Source: an optimization exercise on an open RTL-to-GDS flow (aim: small area, a short achievable clock period and few clock cycles). Production flows keep margins and buffers that such runs may drop. Only simulation tests tie the RTL to the original design; equivalence was not proved. Power figures rest on the tool's default switching activity, not on a simulated workload.

== build 97 ==
// CHIP
module CHIP(clk,
            rst_n,
            mem_wen_D,
            mem_addr_D,
            mem_wdata_D,
            mem_rdata_D,
            mem_addr_I,
            mem_rdata_I
    );
    input         clk, rst_n ;
    output        mem_wen_D  ;
    output [31:0] mem_addr_D ;
    output [31:0] mem_wdata_D;
    input  [31:0] mem_rdata_D;
    output [31:0] mem_addr_I ;
    input  [31:0] mem_rdata_I;
    reg  [31:2] pc;
    reg         ex_valid, ex_replay;
    reg         fa_m, fa_w, fa_r, fb_m, fb_w, fb_r;
    reg         sa_m, sa_w, sa_r, sa_p, sb_m, sb_w, sb_r, sb_i;
    reg  [4:0]  ex_rd;
    reg         ex_wb, ex_sub, ex_cin, ex_ld, ex_st, ex_beq, ex_jalr, ex_mul, ex_xor, ex_slt, ex_lnk, ex_pred;
    reg  [31:0] ex_immv;       
    reg  [31:0] opA, opB;
    reg  [31:2] ex_pc;
    reg  [31:0] mS, mC;
    reg         mul_fin;
    reg         m_wb, m_ld, m_st;
    reg  [4:0]  m_rd;
    reg  [31:0] m_res, m_sdata;
    reg  [31:0] w_res;         
    reg  [31:0] rf [1:31];
    reg  [31:1] rfv;           
  ...
Size in the first run: ~160 I/O pins, about 67000 sq um of cells after synthesis.
clock: 10.0 ns
lec_check: 0
cap_margin: 20
core_margin: 2
core_utilization: 40
cts_cluster_diameter: 80
cts_cluster_size: 20
place_density: 0.5
setup_slack_margin: 5.0
slew_margin: 20
tns_end_percent: 5
standard.sh (not shown) runs the stock make flow with config.mk's settings and CLKGATE_MAP_FILE= SYNTH_SCRIPT=/design/flow/synth_recipe.tcl, a recipe that flattens the netlist after the stock synthesis.
==> flow/flow/run.sh <==
#!/bin/bash
set -euo pipefail
bash standard.sh 'BUFFER_PORTS_ARGS=-buffer_cell sky130_fd_sc_hd__buf_2' SETUP_SLACK_MARGIN=6.2 finish > standard.log 2>&1
Build 97 reached the end of the flow, and the finished layout is clean on the timing, design-rule and antenna checks.
Testbench counts of build 97, summed over its fixed seeds: cycles 38,303.
Modified inputs, build 50 compared to build 97
# build 97
export LEC_CHECK = 0
export CAP_MARGIN = 20
export CORE_MARGIN = 2
export CORE_UTILIZATION = 40
export CTS_CLUSTER_DIAMETER = 80
export CTS_CLUSTER_SIZE = 20
export PLACE_DENSITY = 0.5
export SETUP_SLACK_MARGIN = 5.0
export SLEW_MARGIN = 20
export TNS_END_PERCENT = 5
create_clock -name core_clock -period 10.0 [get_ports {clk}]
# build 50
export LEC_CHECK = 0
export CAP_MARGIN = 20
export CORE_MARGIN = 2
export CORE_UTILIZATION = 40
export PLACE_DENSITY = 0.5
export SETUP_SLACK_MARGIN = 5.0
export SLEW_MARGIN = 20
export TNS_END_PERCENT = 5
create_clock -name core_clock -period 10.0 [get_ports {clk}]
==> flow/flow/run.sh <==
#!/bin/bash
set -euo pipefail
bash standard.sh 'BUFFER_PORTS_ARGS=-buffer_cell sky130_fd_sc_hd__buf_4' SETUP_SLACK_MARGIN=6.2 finish > standard.log 2>&1
[summary]
- Build 50 reached the end of the flow, and the finished layout is clean on the timing, design-rule and antenna checks.
- Looking at slowest stage cell on the critical path, the a2111oi_4 result is from build 50; the a222oi_1 one comes from build 97.
- Build 50 against build 97: total placed instance area grew by about 0.3%, routed wire length rose by about 0.7%.
- Number of antenna violations at the first check in global routing (build 97 / build 50): 0.871
Inputs modified between build 50 and build 60:
==> flow/flow/run.sh <==
#!/bin/bash
set -euo pipefail
bash standard.sh 'BUFFER_PORTS_ARGS=-buffer_cell sky130_fd_sc_hd__buf_2' SETUP_SLACK_MARGIN=6.2 \
  "PRE_GLOBAL_ROUTE_TCL=$PWD/flow/rc.tcl" finish > standard.log 2>&1
==> flow/flow/rc.tcl (new file) <==
set k 1.1
set_layer_rc -layer li1  -capacitance [expr {$k*1.499e-04}]   -resistance [expr {$k*7.176e-02}]
set_layer_rc -layer met1 -capacitance [expr {$k*1.72375E-04}] -resistance [expr {$k*8.929e-04}]
set_layer_rc -layer met2 -capacitance [expr {$k*1.36233E-04}] -resistance [expr {$k*8.929e-04}]
set_layer_rc -layer met3 -capacitance [expr {$k*2.14962E-04}] -resistance [expr {$k*1.567e-04}]
set_layer_rc -layer met4 -capacitance [expr {$k*1.48128E-04}] -resistance [expr {$k*1.567e-04}]
set_layer_rc -layer met5 -capacitance [expr {$k*1.54087E-04}] -resistance [expr {$k*1.781e-05}]
set_wire_rc -signal -layer met1
set_wire_rc -clock -layer met3
[summary]
- As far as final sequential cell count goes, build 50 and build 60 are indistinguishable; the numbers are identical.
- Looking at number of instances in the placed design, build 60 sits above build 50.
- Against build 50, area of all placed cells without fillers in build 60 rose by a few percent.
- On build 60: power is about 1% lower than what build 50 gave.
- Build 60: flow completed, timing, DRC and antenna clean
- Higher worst ir drop on vdd goes to build 50 over build 60.
- Compared to build 50, build 60 has all-layer global routing usage 0.36 points lower.
- Estimated wirelength of the detail-placed design was higher in build 60 than in build 50.
- Comparing build 60 and build 50, transition at the pin with the smallest max-transition slack is higher on build 60.
- Clock sink count: build 60 vs build 50 identical
- From build 50 to build 60 the numbers moved as follows: global-route wire length before repair went down about 0.44%; static power due to leakage went up about 3%.
## Diff of input files: build 43 against build 60
diff --git a/flow/flow/rc.tcl b/flow/flow/rc.tcl
--- a/flow/flow/rc.tcl
+++ b/flow/flow/rc.tcl
@@ -1 +1 @@
-set k 1.1
+set k 1.2
==> run notes <==
Diff build 60 -> build 43 | via count | down slightly
Build 43 vs build 60 — power climbed slightly
There was hardly any difference in sequential share of layout area between build 60 and build 43.
Number of buffers inserted during clock tree synthesis came out exactly the same in build 43 and build 60.
Build 43 ends up with a setup slack that is 0.012 ns lower than in build 60.
Number of diodes added for antenna fixing, build 43 and build 60: smaller value in build 60
Lower buffer count excluding the clock tree in the final layout among build 43 and build 60: build 43
The run showing the greater shortest period the worst path allows is build 43.

==> what the ideal ports hide <==
The results above use ideal ports. As a check the final layouts listed here were re-extracted and re-timed, cells and wires unchanged.
Step 1 (the two cells are an assumption about what drives the block):
set clk [get_ports {clk}]
set_driving_cell -lib_cell sky130_fd_sc_hd__clkbuf_16 $clk
set_driving_cell -lib_cell sky130_fd_sc_hd__buf_2 [delete_from_list [all_inputs] $clk]
Step 2 also shifts input and output timing later by t, the mid clock arrival at the registers, as if the neighbouring blocks saw the same clock.
a / b / c = no drivers / after step 1 / after step 2; a / b = the first two.
run | shift t [ns] | setup slack, ns | hold WS [ns]
build 97 | 0.839 | 5.488 / 5.550 / 4.710 | 0.385 / 0.385 / 0.385
build 50 | 0.892 | 5.504 / 5.568 / 4.676 | 0.390 / 0.390 / 0.390
build 60 | 0.909 | 5.671 / 5.671 / 4.895 | 0.382 / 0.382 / 0.382
build 43 | 0.907 | 5.659 / 5.659 / 4.894 | 0.385 / 0.385 / 0.385
After both steps setup and hold are still met in every run listed. For build 50, which loses most, drivers alone change the setup slack by +0.064 ns; drivers and shift together by -0.828 ns.
